From an optimization exercise on the open Yosys and OpenROAD flow, aimed at small area and a short achievable clock period; shortcuts taken in it are not production practice.
Where RTL was checked, it was by simulation tests only, not by an equivalence proof against the original.
Power is estimated from default activity; no workload was simulated.

==> v28: inputs <==
==> flow/design.v <==
module regfile(clk, reset, wen, wsel, wdata, asel, adata, bsel, bdata);
input clk, reset, wen;
input [3:0] wsel, asel, bsel;
input [15:0] wdata;
output [15:0] adata, bdata;
wire [255:0] all;
wire [15:0] wd = reset ? 16'b0 : wdata;
genvar i;
generate for (i = 0; i < 16; i = i + 1) begin : regs
	reg [15:0] q;
	always @(posedge clk)
		if (reset | (wen & (wsel == i)))
			q <= wd;
	assign all[16*i +: 16] = q;
end endgenerate
wire [15:0] aoh = 16'b1 << asel;
wire [15:0] boh = 16'b1 << bsel;
reg [15:0] aacc, bacc;
integer j;
always @(*) begin
	aacc = 16'b0;
	bacc = 16'b0;
	for (j = 0; j < 16; j = j + 1) begin
		aacc = aacc | (all[16*j +: 16] & {16{aoh[j]}});
		bacc = bacc | (all[16*j +: 16] & {16{boh[j]}});
	end
end
assign adata = aacc;
assign bdata = bacc;
endmodule
module _3710alu(A, B, inst, C);
input [15:0] A, B, inst;
output reg [15:0] C;
wire [3:0] hi = inst[15:12];
wire [3:0] lo = inst[7:4];
wire [7:0] imm = inst[7:0];
wire rform  = (hi == 4'b0000);
wire immadd = (hi == 4'b0101) | (hi == 4'b0111) | (hi == 4'b1011) | (hi == 4'b0110);
wire immsub = (hi == 4'b1001);
wire sub    = immsub | (rform & (lo == 4'b1001));
wire b8     = (hi == 4'b0110) ? 1'b0 : (imm[7] ^ immsub);
wire [15:0] opb = (immadd | immsub) ? {7'b0, b8, imm} : B;
wire [15:0] sum = A + (opb ^ {16{sub}}) + {15'b0, sub};
wire right = lo[0];
wire [15:0] ar, sl, shres;
genvar i;
generate for (i = 0; i < 16; i = i + 1) begin : rev
	assign ar[i] = right ? A[15-i] : A[i];
	assign shres[i] = right ? sl[15-i] : sl[i];
end endgenerate
assign sl = (|B[15:4]) ? 16'b0 : (ar << B[3:0]);
always @(*)
begin
	C = 16'b0;
	if (immadd | immsub)
		C = sum;
	else if (rform)
		case (lo)
		4'b0101, 4'b0110, 4'b0111, 4'b0100, 4'b1001: C = sum;
		4'b0001: C = A & B;
		4'b0010: C = A | B;
		4'b0011: C = A ^ B;
		4'b1111: C = ~A;
		default: C = 16'b0;
		endcase
	else if (hi == 4'b1000 && (lo == 4'b0100 || lo == 4'b1111))
		C = shres;
end
endmodule
module FSM (clk, reset, rdata, state, addr_r, we);
input clk, reset;
input [15:0] rdata;
output reg [3:0] state;
output reg addr_r, we;
localparam RST   = 4'd0,  FIRST = 4'd1,  R1   = 4'd2,  R2   = 4'd3,
           L1    = 4'd4,  L2    = 4'd5,  J1   = 4'd6,  J2   = 4'd7,
           S1    = 4'd8,  S1I   = 4'd9,  S2   = 4'd10, WB   = 4'd11,
           JAL1  = 4'd12, JAL2  = 4'd13, JAL3 = 4'd14;
reg [3:0] nstate;
always @(*)
begin
	if (reset)
		nstate = RST;
	else
		case (state)
		RST, WB: nstate = FIRST;
		FIRST:
			if (rdata[15:12] == 4'b0100)
				case (rdata[7:4])
				4'b0000: nstate = L1;
				4'b0100: nstate = S1;
				4'b1100: nstate = J1;
				4'b1000: nstate = JAL1;
				default: nstate = FIRST;
				endcase
			else
				nstate = R1;
		R1:    nstate = R2;
		R2:    nstate = WB;
		S1:    nstate = S1I;
		S1I:   nstate = S2;
		S2:    nstate = RST;
		L1:    nstate = L2;
		L2:    nstate = RST;
		J1:    nstate = J2;
		J2:    nstate = FIRST;
		JAL1:  nstate = JAL2;
		JAL2:  nstate = JAL3;
		JAL3:  nstate = FIRST;
		default: nstate = RST;
		endcase
end
always @(posedge clk)
begin
	state  <= nstate;
	addr_r <= (nstate == S1) | (nstate == S1I) | (nstate == L1);
	we     <= (nstate == S1) | (nstate == S1I);
end
endmodule
module cpuDatapath(clk, reset, uart, mem_rdata, mem_addr, mem_wdata, mem_we);
input clk, reset;
input [7:0] uart;
input [15:0] mem_rdata;
output [15:0] mem_addr;
output [15:0] mem_wdata;
output mem_we;
localparam RST   = 4'd0,  FIRST = 4'd1,  R1   = 4'd2,  R2   = 4'd3,
           L1    = 4'd4,  L2    = 4'd5,  J1   = 4'd6,  J2   = 4'd7,
           S1    = 4'd8,  S1I   = 4'd9,  S2   = 4'd10, WB   = 4'd11,
           JAL1  = 4'd12, JAL2  = 4'd13, JAL3 = 4'd14;
wire [3:0] state;
wire addr_r;
reg [15:0] pc, p1, p2, ir;
wire [15:0] ra, rb, alu;
FSM mainFsm(.clk(clk), .reset(reset), .rdata(mem_rdata), .state(state),
	.addr_r(addr_r), .we(mem_we));
wire st_wb   = (state == WB);
wire st_jal1 = (state == JAL1);
wire pc_en   = (state == R2) | (state == S2) | (state == L2) | (state == J1) |
               st_jal1 | (state == JAL2);
wire wen     = st_wb | (state == L2) | st_jal1;
wire [3:0] wsel = st_jal1 ? 4'b1111 : ir[11:8];
regfile reg_bank(.clk(clk), .reset(reset), .wen(wen), .wsel(wsel),
	.wdata(st_wb ? alu : mem_rdata),
	.asel(mem_rdata[11:8]), .adata(ra), .bsel(mem_rdata[3:0]), .bdata(rb));
_3710alu alu0(.A(p1), .B(p2), .inst(ir), .C(alu));
always @(posedge clk)
begin
	ir <= mem_rdata;
	p1 <= ra;
	p2 <= rb;
	if (pc_en)
		pc <= (state == J1) ? rb : pc + 16'd1;
	else if (reset)
		pc <= 16'b0;
end
assign mem_addr  = addr_r ? rb : pc;
assign mem_wdata = {8'b0, uart};
endmodule
==> flow/flow/run.sh <==
#!/bin/bash
set -e
rm -rf scripts_mod
cp -r "$FLOW_HOME/scripts" scripts_mod
cp flow/abc_map.script scripts_mod/abc_speed.script
export BUFFER_PORTS_ARGS="-buffer_cell sky130_fd_sc_hd__buf_1"
export PLACE_PINS_ARGS=" -group_pins {uart[0] mem_wdata[0]} -group_pins {uart[1] mem_wdata[1]} -group_pins {uart[2] mem_wdata[2]} -group_pins {uart[3] mem_wdata[3]} -group_pins {uart[4] mem_wdata[4]} -group_pins {uart[5] mem_wdata[5]} -group_pins {uart[6] mem_wdata[6]} -group_pins {uart[7] mem_wdata[7]}"
export CTS_ARGS="-sink_clustering_enable -repair_clock_nets -dont_use_dummy_load -buf_list sky130_fd_sc_hd__clkbuf_8 -sink_clustering_size 16 -sink_clustering_max_diameter 80"
bash standard.sh SCRIPTS_DIR="$PWD/scripts_mod" SETUP_SLACK_MARGIN=4.5 finish > standard.log 2>&1
==> flow/flow/abc_map.script <==
&get -n
&st
&dch
&nf -R 20 -p
&put
buffer -c
topo
stime -c
upsize -c
dnsize -c
==> flow/standard.sh <==
#!/bin/bash
# synth_recipe.tcl (not shown) runs the flow's synth.tcl, then flattens the netlist and writes it again
# the make line also repeats each setting of config.mk as NAME=value (left out here)
make -C /OpenROAD-flow-scripts/flow DESIGN_CONFIG=/design/flow/config.mk WORK_HOME=/design/flow/orfs CLKGATE_MAP_FILE= SYNTH_SCRIPT=/design/flow/synth_recipe.tcl "${@:-finish}"
==> flow/config.mk <==
export PLATFORM = sky130hd
export DESIGN_NAME = cpuDatapath
export DESIGN_NICKNAME = cpuDatapath
export VERILOG_FILES = /design/flow/design.v
export SDC_FILE = /design/flow/constraint.sdc
export NUM_CORES = 4
export LEC_CHECK = 0
export CAP_MARGIN = 20
export CORE_MARGIN = 2
export CORE_UTILIZATION = 65
export PLACE_DENSITY = 0.75
export SLEW_MARGIN = 20
==> flow/constraint.sdc <==
create_clock -name core_clock -period 10.0 [get_ports {clk}]
set_input_delay 2.0000 -clock core_clock [delete_from_list [all_inputs] [get_ports {clk}]]
set_output_delay 2.0000 -clock core_clock [all_outputs]
set_load 0.01 [all_outputs]
==> v14 (differences from v28) <==
==> flow/design.v, changed modules only <==
module regfile(clk, reset, wen, wsel, wdata, rsel, rdata);
input clk, reset, wen;
input [3:0] wsel, rsel;
input [15:0] wdata;
output [15:0] rdata;
wire [255:0] all;
wire [15:0] wd = reset ? 16'b0 : wdata;
genvar i;
generate for (i = 0; i < 16; i = i + 1) begin : regs
	reg [15:0] q;
	always @(posedge clk)
		if (reset | (wen & (wsel == i)))
			q <= wd;
	assign all[16*i +: 16] = q;
end endgenerate
assign rdata = all[16*rsel +: 16];
endmodule
module aluPre(B, inst, OPB, SUB);
input [15:0] B, inst;
output [15:0] OPB;
output SUB;
wire [3:0] hi = inst[15:12];
wire [3:0] lo = inst[7:4];
wire [7:0] imm = inst[7:0];
wire immadd = (hi == 4'b0101) | (hi == 4'b0111) | (hi == 4'b1011) | (hi == 4'b0110);
wire immsub = (hi == 4'b1001);
wire b8     = (hi == 4'b0110) ? 1'b0 : (imm[7] ^ immsub);
assign SUB  = immsub | ((hi == 4'b0000) & (lo == 4'b1001));
assign OPB  = ((immadd | immsub) ? {7'b0, b8, imm} : B) ^ {16{SUB}};
endmodule
module _3710alu(A, OPB, CIN, inst, C);
input [15:0] A, OPB, inst;
input CIN;
output reg [15:0] C;
wire [3:0] hi = inst[15:12];
wire [3:0] lo = inst[7:4];
wire rform  = (hi == 4'b0000);
wire immop  = (hi == 4'b0101) | (hi == 4'b0111) | (hi == 4'b1011) |
              (hi == 4'b0110) | (hi == 4'b1001);
wire [15:0] B = OPB;    
wire [15:0] sum = A + OPB + {15'b0, CIN};
wire right = lo[0];
wire [15:0] ar, sl, shres;
genvar i;
generate for (i = 0; i < 16; i = i + 1) begin : rev
	assign ar[i] = right ? A[15-i] : A[i];
	assign shres[i] = right ? sl[15-i] : sl[i];
end endgenerate
assign sl = (|B[15:4]) ? 16'b0 : (ar << B[3:0]);
always @(*)
begin
	C = 16'b0;
	if (immop)
		C = sum;
	else if (rform)
		case (lo)
		4'b0101, 4'b0110, 4'b0111, 4'b0100, 4'b1001: C = sum;
		4'b0001: C = A & B;
		4'b0010: C = A | B;
		4'b0011: C = A ^ B;
		4'b1111: C = ~A;
		default: C = 16'b0;
		endcase
	else if (hi == 4'b1000 && (lo == 4'b0100 || lo == 4'b1111))
		C = shres;
end
endmodule
module FSM (clk, reset, rdata, state);
input clk, reset;
input [15:0] rdata;
output reg [3:0] state;
localparam RST   = 4'd0,  FIRST = 4'd1,  R1   = 4'd2,  R2   = 4'd3,
           L1    = 4'd4,  L2    = 4'd5,  J1   = 4'd6,  J2   = 4'd7,
           S1    = 4'd8,  S1I   = 4'd9,  S2   = 4'd10, WB   = 4'd11,
           JAL1  = 4'd12, JAL2  = 4'd13, JAL3 = 4'd14;
always @(posedge clk)
begin
	if (reset)
		state <= RST;
	else
		case (state)
		RST, WB: state <= FIRST;
		FIRST:
			if (rdata[15:12] == 4'b0100)
				case (rdata[7:4])
				4'b0000: state <= L1;
				4'b0100: state <= S1;
				4'b1100: state <= J1;
				4'b1000: state <= JAL1;
				default: state <= FIRST;
				endcase
			else
				state <= R1;
		R1:    state <= R2;
		R2:    state <= WB;
		S1:    state <= S1I;
		S1I:   state <= S2;
		S2:    state <= RST;
		L1:    state <= L2;
		L2:    state <= RST;
		J1:    state <= J2;
		J2:    state <= FIRST;
		JAL1:  state <= JAL2;
		JAL2:  state <= JAL3;
		JAL3:  state <= FIRST;
		default: state <= RST;
		endcase
end
endmodule
module cpuDatapath(clk, reset, uart, mem_rdata, mem_addr, mem_wdata, mem_we);
input clk, reset;
input [7:0] uart;
input [15:0] mem_rdata;
output [15:0] mem_addr;
output [15:0] mem_wdata;
output mem_we;
localparam RST   = 4'd0,  FIRST = 4'd1,  R1   = 4'd2,  R2   = 4'd3,
           L1    = 4'd4,  L2    = 4'd5,  J1   = 4'd6,  J2   = 4'd7,
           S1    = 4'd8,  S1I   = 4'd9,  S2   = 4'd10, WB   = 4'd11,
           JAL1  = 4'd12, JAL2  = 4'd13, JAL3 = 4'd14;
wire [3:0] state;
reg [15:0] pc, ir, p1, p2;
reg cin;
wire [15:0] rd, alu, opb;
wire sub;
FSM mainFsm(.clk(clk), .reset(reset), .rdata(mem_rdata), .state(state));
wire st_wb   = (state == WB);
wire st_jal1 = (state == JAL1);
wire addr_r  = (state == S1) | (state == S1I) | (state == L1);
wire pc_en   = (state == R2) | (state == S2) | (state == L2) | (state == J1) |
               st_jal1 | (state == JAL2);
wire wen     = st_wb | (state == L2) | st_jal1;
wire [3:0] rsel = (state == S1) ? uart[3:0] :
                  (state == R1) ? mem_rdata[11:8] : mem_rdata[3:0];
wire [3:0] wsel = st_jal1 ? 4'b1111 : ir[11:8];
regfile reg_bank(.clk(clk), .reset(reset), .wen(wen), .wsel(wsel),
	.wdata(st_wb ? p2 : mem_rdata), .rsel(rsel), .rdata(rd));
aluPre alu_pre(.B(p1), .inst(ir), .OPB(opb), .SUB(sub));
_3710alu alu0(.A(p1), .OPB(p2), .CIN(cin), .inst(ir), .C(alu));
always @(posedge clk)
begin
	ir <= mem_rdata;
	p1 <= rd;
	p2 <= (state == R2) ? alu : opb;
	cin <= sub;
	if (pc_en)
		pc <= (state == J1) ? p1 : pc + 16'd1;
	else if (reset)
		pc <= 16'b0;
end
assign mem_addr  = addr_r ? p1 : pc;
assign mem_we    = (state == S1) | (state == S1I);
assign mem_wdata = {8'b0, uart};
endmodule
==> flow/run.sh (new file) <==
#!/bin/bash
# synth_recipe.tcl (not shown) runs the flow's synth.tcl, then flattens the netlist and writes it again
# the make line also repeats each setting of config.mk as NAME=value (left out here)
make -C /OpenROAD-flow-scripts/flow DESIGN_CONFIG=/design/flow/config.mk WORK_HOME=/design/flow/orfs CLKGATE_MAP_FILE= SYNTH_SCRIPT=/design/flow/synth_recipe.tcl finish
--- a/flow/config.mk
+++ b/flow/config.mk
@@ -8,5 +8,6 @@
 export CAP_MARGIN = 20
 export CORE_MARGIN = 2
-export CORE_UTILIZATION = 65
-export PLACE_DENSITY = 0.75
+export CORE_UTILIZATION = 45
+export PLACE_DENSITY = 0.6
+export SETUP_SLACK_MARGIN = 5
 export SLEW_MARGIN = 20
removed: flow/flow/run.sh
removed: flow/flow/abc_map.script
removed: flow/standard.sh
==> v36 (differences from v28) <==
==> flow/design.v, changed modules only <==
module regfile(clk, reset, wen, wsel, wdata, rsel, rdata);
input clk, reset, wen;
input [3:0] wsel, rsel;
input [15:0] wdata;
output [15:0] rdata;
wire [255:0] all;
wire [15:0] wd = reset ? 16'b0 : wdata;
genvar i;
generate for (i = 0; i < 16; i = i + 1) begin : regs
	reg [15:0] q;
	always @(posedge clk)
		if (reset | (wen & (wsel == i)))
			q <= wd;
	assign all[16*i +: 16] = q;
end endgenerate
wire [15:0] oh = 16'b1 << rsel;
reg [15:0] acc;
integer j;
always @(*) begin
	acc = 16'b0;
	for (j = 0; j < 16; j = j + 1)
		acc = acc | (all[16*j +: 16] & {16{oh[j]}});
end
assign rdata = acc;
endmodule
module aluPre(B, inst, OPB, SUB);
input [15:0] B, inst;
output [15:0] OPB;
output SUB;
wire [3:0] hi = inst[15:12];
wire [3:0] lo = inst[7:4];
wire [7:0] imm = inst[7:0];
wire immadd = (hi == 4'b0101) | (hi == 4'b0111) | (hi == 4'b1011) | (hi == 4'b0110);
wire immsub = (hi == 4'b1001);
wire b8     = (hi == 4'b0110) ? 1'b0 : (imm[7] ^ immsub);
assign SUB  = immsub | ((hi == 4'b0000) & (lo == 4'b1001));
assign OPB  = ((immadd | immsub) ? {7'b0, b8, imm} : B) ^ {16{SUB}};
endmodule
module _3710alu(A, OPB, CIN, RIGHT, inst, PASS, PB, C);
input [15:0] A, OPB, inst, PB;
input CIN, RIGHT, PASS;
output reg [15:0] C;
wire [3:0] hi = inst[15:12];
wire [3:0] lo = inst[7:4];
wire rform  = (hi == 4'b0000);
wire immop  = (hi == 4'b0101) | (hi == 4'b0111) | (hi == 4'b1011) |
              (hi == 4'b0110) | (hi == 4'b1001);
wire [15:0] B = OPB;    
wire [15:0] sum = A + OPB + {15'b0, CIN};
wire [15:0] ar, sl, shres;
genvar i;
generate for (i = 0; i < 16; i = i + 1) begin : rev
	assign ar[i] = RIGHT ? A[15-i] : A[i];
	assign shres[i] = RIGHT ? sl[15-i] : sl[i];
end endgenerate
assign sl = (|B[15:4]) ? 16'b0 : (ar << B[3:0]);
always @(*)
begin
	C = 16'b0;
	if (PASS)
		C = PB;
	else if (immop)
		C = sum;
	else if (rform)
		case (lo)
		4'b0101, 4'b0110, 4'b0111, 4'b0100, 4'b1001: C = sum;
		4'b0001: C = A & B;
		4'b0010: C = A | B;
		4'b0011: C = A ^ B;
		4'b1111: C = ~A;
		default: C = 16'b0;
		endcase
	else if (hi == 4'b1000 && (lo == 4'b0100 || lo == 4'b1111))
		C = shres;
end
endmodule
module cpuDatapath(clk, reset, uart, mem_rdata, mem_addr, mem_wdata, mem_we);
input clk, reset;
input [7:0] uart;
input [15:0] mem_rdata;
output [15:0] mem_addr;
output [15:0] mem_wdata;
output mem_we;
localparam RST   = 4'd0,  FIRST = 4'd1,  R1   = 4'd2,  R2   = 4'd3,
           L1    = 4'd4,  L2    = 4'd5,  J1   = 4'd6,  J2   = 4'd7,
           S1    = 4'd8,  S1I   = 4'd9,  S2   = 4'd10, WB   = 4'd11,
           JAL1  = 4'd12, JAL2  = 4'd13, JAL3 = 4'd14;
wire [3:0] state;
wire addr_r;
reg [15:0] pc, p1, p2;
reg [3:0] dreg;
reg cin, right;
wire [15:0] rd, alu, opb;
wire sub;
FSM mainFsm(.clk(clk), .reset(reset), .rdata(mem_rdata), .state(state),
	.addr_r(addr_r), .we(mem_we));
wire st_wb   = (state == WB);
wire st_jal1 = (state == JAL1);
wire pc_en   = (state == R2) | (state == S2) | (state == L2) | (state == J1) |
               st_jal1 | (state == JAL2);
wire wen     = st_wb | (state == L2) | st_jal1;
wire [3:0] rsel = (state == S1) ? uart[3:0] :
                  (state == R1) ? mem_rdata[11:8] : mem_rdata[3:0];
wire [3:0] wsel = st_jal1 ? 4'b1111 : dreg;
regfile reg_bank(.clk(clk), .reset(reset), .wen(wen), .wsel(wsel),
	.wdata(st_wb ? p2 : mem_rdata), .rsel(rsel), .rdata(rd));
aluPre alu_pre(.B(p1), .inst(mem_rdata), .OPB(opb), .SUB(sub));
_3710alu alu0(.A(p1), .OPB(p2), .CIN(cin), .RIGHT(right), .inst(mem_rdata),
	.PASS(state != R2), .PB(opb), .C(alu));
always @(posedge clk)
begin
	dreg <= mem_rdata[11:8];
	right <= mem_rdata[4];
	cin <= sub;
	p1 <= rd;
	p2 <= alu;
	if (pc_en)
		pc <= (state == J1) ? p1 : pc + 16'd1;
	else if (reset)
		pc <= 16'b0;
end
assign mem_addr  = addr_r ? p1 : pc;
assign mem_wdata = {8'b0, uart};
endmodule
==> flow/flow/run.sh (replaced) <==
#!/bin/bash
set -e
rm -rf scripts_mod
cp -r "$FLOW_HOME/scripts" scripts_mod
cp flow/abc_map.script scripts_mod/abc_speed.script
export BUFFER_PORTS_ARGS="-buffer_cell sky130_fd_sc_hd__buf_1"
export CTS_ARGS="-sink_clustering_enable -repair_clock_nets -dont_use_dummy_load -buf_list sky130_fd_sc_hd__clkbuf_4 -sink_clustering_size 10 -sink_clustering_max_diameter 60"
bash standard.sh SCRIPTS_DIR="$PWD/scripts_mod" SETUP_SLACK_MARGIN=5.9 finish > standard.log 2>&1
==> flow/flow/abc_map.script (replaced) <==
&get -n
&st
&dch
&nf -R 1000 -p
&put
topo
stime -c
dnsize -c
--- a/flow/config.mk
+++ b/flow/config.mk
@@ -6,7 +6,7 @@
 export NUM_CORES = 4
 export LEC_CHECK = 0
-export CAP_MARGIN = 20
+export CAP_MARGIN = 0
 export CORE_MARGIN = 2
 export CORE_UTILIZATION = 65
 export PLACE_DENSITY = 0.75
-export SLEW_MARGIN = 20
+export SLEW_MARGIN = 0
==> summary of the runs <==
v36 ran to the end with no violations. v14 produced a clean layout. v28 completed without violations.
Of v36 and v14, v36 has the higher fmax (gap 14%, measured against v14).
The highest combinational power belongs to v36, the lowest to v28.
Of v36 and v14, v36 has the higher worst setup slack (gap 590 ps).
Global-route usage: v28 > v36 > v14.
In v36 the area after synthesis is lower than in v14, by about 15%.
The lowest cell area belongs to v36, the highest to v14.
Die area, lowest first: v36, v28, v14.
The highest clock skew belongs to v28, the lowest to v14.
In v36 the first-iteration DRC count is larger than in v14, by 71%.
In v36 the via count is higher than in v14, by 3.2%.
The RTL of v14 was laid out without a check of its function.

afterwards: timing with drivers on the ports:
How much do the figures lean on ideal ports? The routed layouts below were timed once more, with nothing changed but the port constraints. Step 1, drivers: a clkbuf_16 drives clk and a buf_2 each remaining input, both assumed. Step 2 adds t to the input delays and takes it off the output delays; t is the mean of the earliest and latest rising clock arrival at the registers after step 1. Input paths then give back, and output paths get back, about the clock's delay inside the block. Three values: ideal ports, drivers, drivers and shift; two values: the first two.
run | t, ns | setup slack, ns | hold slack, ns | worst setup path after step 2 | latest minus earliest clock arrival (ns)
v28 | 0.631 | 4.009 / 3.942 / 3.942 | 0.528 / 0.528 / 0.528 | input to output | 0.108 / 0.108
v14 | 0.576 | 5.187 / 5.164 / 5.165 | 0.597 / 0.597 / 0.597 | input to output | 0.044 / 0.043
v36 | 0.672 | 5.782 / 5.711 / 5.370 | 0.476 / 0.476 / 0.476 | input to register | 0.099 / 0.099
After both steps every run listed still meets setup and hold. For v36, which loses most, drivers alone change the setup slack by -0.071 ns; drivers and shift together by -0.412 ns.
